From an optimization exercise on the open Yosys and OpenROAD flow, aimed at small area; shortcuts taken in it are not production practice. Function was checked by simulation only, so behaviour that the tests miss may differ from the original. Power figures rest on the tool's default switching activity, not on a simulated workload.

Setup of cedar:
// Subtract
module Subtract(
	input wire n_rst,
	input wire clk,
	input wire signed [7:0] A,
	input wire signed [7:0] B,
	output wire signed [8:0] C,
	output wire signed [7:0] D,
	output wire signed [14:0] E,
	output wire signed [7:0] F
);
clock: 16.0 ns
lec_check: 0
abc_area: 1
cap_margin: 20
core_margin: 2
core_utilization: 60
cts_buf_list: sky130_fd_sc_hd__clkbuf_4
place_density: 0.75
slew_margin: 20
standard.sh (not shown) runs the stock make flow with config.mk's settings and CLKGATE_MAP_FILE= SYNTH_SCRIPT=/design/flow/synth_recipe.tcl, a recipe that flattens the netlist after the stock synthesis.
==> flow/flow/run.sh <==
#!/bin/bash
# Standard layout (the standard.sh) with two changes to synthesis:
#  - ABC maps with the area script in flow/abc_area.script
#  - port buffers are buf_1 cells
#  - no full/half-adder cell extraction (ADDER_MAP_FILE empty), so ABC maps all logic
# The ORFS scripts are copied unchanged except for abc_area.script.
set -euo pipefail
cp -r "$FLOW_HOME/scripts" ./scripts_mod
cp flow/abc_area.script ./scripts_mod/abc_area.script
bash standard.sh SCRIPTS_DIR="$PWD/scripts_mod" ABC_AREA=1 ADDER_MAP_FILE= BUFFER_PORTS_ARGS="-buffer_cell sky130_fd_sc_hd__buf_1" finish > standard_flow.log 2>&1
==> flow/flow/abc_area.script <==
strash
&get -n
&deepsyn -T 30
&put
dch -f
amap
topo
stime -c
Looking at the reports, cedar completed the entire flow and the layout it produced met the timing, DRC and antenna checks.
[inputs] zinc vs cedar
==> flow/flow/abc_area.script <==
strash
dc2
dch -f
amap
strash
dch -f
amap
topo
stime -c
--- a/flow/config.mk
+++ b/flow/config.mk
@@ -12 +11,0 @@
-export CTS_BUF_LIST = sky130_fd_sc_hd__clkbuf_4
Notes after the runs:
zinc was carried through to the last stage, and its layout satisfied the timing, DRC and antenna checks.
First-pass GRT wire length was lower in the run labelled zinc.
Compared to cedar, the routing of zinc uses less wire.
Clock group share of total power (lower): cedar
Clock-pin slew on the worst setup and hold paths (zinc over cedar): decrease, 0.04 ns
Of cedar and zinc, the lower total via count after detailed routing belongs to cedar.
zinc against cedar; number of vias per cell is down by a few percent.
Maximum frequency improves in zinc relative to cedar.
zinc vs cedar: largest fanout on the critical path up
Overall power after layout (lower): cedar
The inputs of indigo differ from those of zinc as listed below.
--- a/flow/config.mk
+++ b/flow/config.mk
@@ -11,0 +12 @@
+export GPL_TIMING_DRIVEN = 0
==> run notes <==
- indigo vs zinc, final worst setup slack went down by 0.67 ns.
- In the tables for zinc and indigo, combinational group share of total power reads higher with indigo.
- Post-CTS resize count: lower on zinc
- Non-clock buffer count (indigo / zinc): 1.5
- Taking zinc as the reference point, the sequential logic power of indigo rises by about 4%.
- Top achievable clock speed (indigo over zinc): decrease, 3.1 MHz
- The pin count of the biggest net entering global routing in indigo was higher than what zinc gave.

Another version of the RTL of Subtract (not shown whole).
Size: roughly 16 flip-flops, ~58 I/O pins, about 3000 um^2 of cells after synthesis.
==> flow/config.mk <==
export PLATFORM = sky130hd
export DESIGN_NAME = Subtract
export DESIGN_NICKNAME = Subtract
export VERILOG_FILES = /design/flow/design.v
export SDC_FILE = /design/flow/constraint.sdc
export NUM_CORES = 4
export LEC_CHECK = 0
export ABC_AREA = 1
export CAP_MARGIN = 20
export CORE_MARGIN = 2
export CORE_UTILIZATION = 60
export PLACE_DENSITY = 0.75
export SLEW_MARGIN = 20
==> flow/constraint.sdc <==
create_clock -name core_clock -period 16.0 [get_ports {clk}]
set_input_delay 3.2000 -clock core_clock [delete_from_list [all_inputs] [get_ports {clk}]]
set_output_delay 3.2000 -clock core_clock [all_outputs]
set_load 0.01 [all_outputs]
==> flow/flow/run.sh <==
#!/bin/bash
# Standard layout (the standard.sh) with two changes to synthesis:
#  - ABC maps with the area script in flow/abc_area.script
#  - port buffers are buf_1 cells
#  - clock tree: clkbuf_4 buffers, larger sink clusters, no dummy loads
#  - no full/half-adder cell extraction (ADDER_MAP_FILE empty), so ABC maps all logic
# The ORFS scripts are copied unchanged except for abc_area.script.
set -euo pipefail
cp -r "$FLOW_HOME/scripts" ./scripts_mod
cp flow/abc_area.script ./scripts_mod/abc_area.script
bash standard.sh SCRIPTS_DIR="$PWD/scripts_mod" ABC_AREA=1 ADDER_MAP_FILE= BUFFER_PORTS_ARGS="-buffer_cell sky130_fd_sc_hd__buf_1" CTS_ARGS="-sink_clustering_enable -repair_clock_nets -buf_list sky130_fd_sc_hd__clkbuf_4 -dont_use_dummy_load -sink_clustering_size 20 -sink_clustering_max_diameter 200" finish > standard_flow.log 2>&1
==> flow/flow/abc_area.script <==
strash
&get -n
&deepsyn -T 30
&put
dch -f
amap
topo
stime -c
Edit:
--- a/flow/flow/run.sh
+++ b/flow/flow/run.sh
@@ -10,2 +10,2 @@
 cp flow/abc_area.script ./scripts_mod/abc_area.script
-bash standard.sh SCRIPTS_DIR="$PWD/scripts_mod" ABC_AREA=1 ADDER_MAP_FILE= BUFFER_PORTS_ARGS="-buffer_cell sky130_fd_sc_hd__buf_1" CTS_ARGS="-sink_clustering_enable -repair_clock_nets -buf_list sky130_fd_sc_hd__clkbuf_4 -dont_use_dummy_load -sink_clustering_size 20 -sink_clustering_max_diameter 200" finish > standard_flow.log 2>&1
+bash standard.sh SCRIPTS_DIR="$PWD/scripts_mod" ABC_AREA=1 ADDER_MAP_FILE= BUFFER_PORTS_ARGS="-buffer_cell sky130_fd_sc_hd__buf_1" CTS_ARGS="-sink_clustering_enable -repair_clock_nets -buf_list sky130_fd_sc_hd__clkbuf_4 -dont_use_dummy_load -sink_clustering_size 32 -sink_clustering_max_diameter 1000 -root_buf sky130_fd_sc_hd__clkbuf_4" finish > standard_flow.log 2>&1
Outcome: Sequential cell count is unchanged; utilization is unchanged; design area is unchanged; non-clock buffer count is unchanged; total power does not change; hold slack is unchanged; synthesized cell count is unchanged; worst setup slack is unchanged; synthesized area stays the same; die area does not change.

==> afterwards: timing with drivers on the ports <==
How much do the figures lean on ideal ports? The routed layouts below were timed once more, with nothing changed but the port constraints.
Step 1: set_driving_cell puts a clkbuf_16 on clk and a buf_2 on each other input, an assumption about the parent block.
Step 2 adds t to the input delays and takes it off the output delays; t is the mean of the earliest and latest rising clock arrival at the registers after step 1. Input paths then give back, and output paths get back, about the clock's delay inside the block.
Three values: ideal ports, drivers, drivers and shift; two values: the first two.
| run | t (ns) | slack for setup (ns) | worst register clock-pin slew, ns | worst slew at a driven data input, ns | pins driven straight from the clock port |
|---|---|---|---|---|---|
| cedar | 0.320 | 1.576 / 1.556 / 1.876 | 0.10 / 0.10 | 0.04 | 1 |
| zinc | 0.255 | 1.647 / 1.630 / 1.885 | 0.06 / 0.06 | 0.03 | 1 |
| indigo | 0.260 | 0.977 / 0.957 / 1.216 | 0.06 / 0.06 | 0.03 | 1 |
| the first run of note 2 | 0.289 | 1.353 / 1.337 / 1.626 | 0.08 / 0.08 | 0.03 | 1 |
| the second run of note 2 | 0.289 | 1.353 / 1.337 / 1.626 | 0.08 / 0.08 | 0.03 | 1 |
After both steps setup and hold are still met in every run listed.
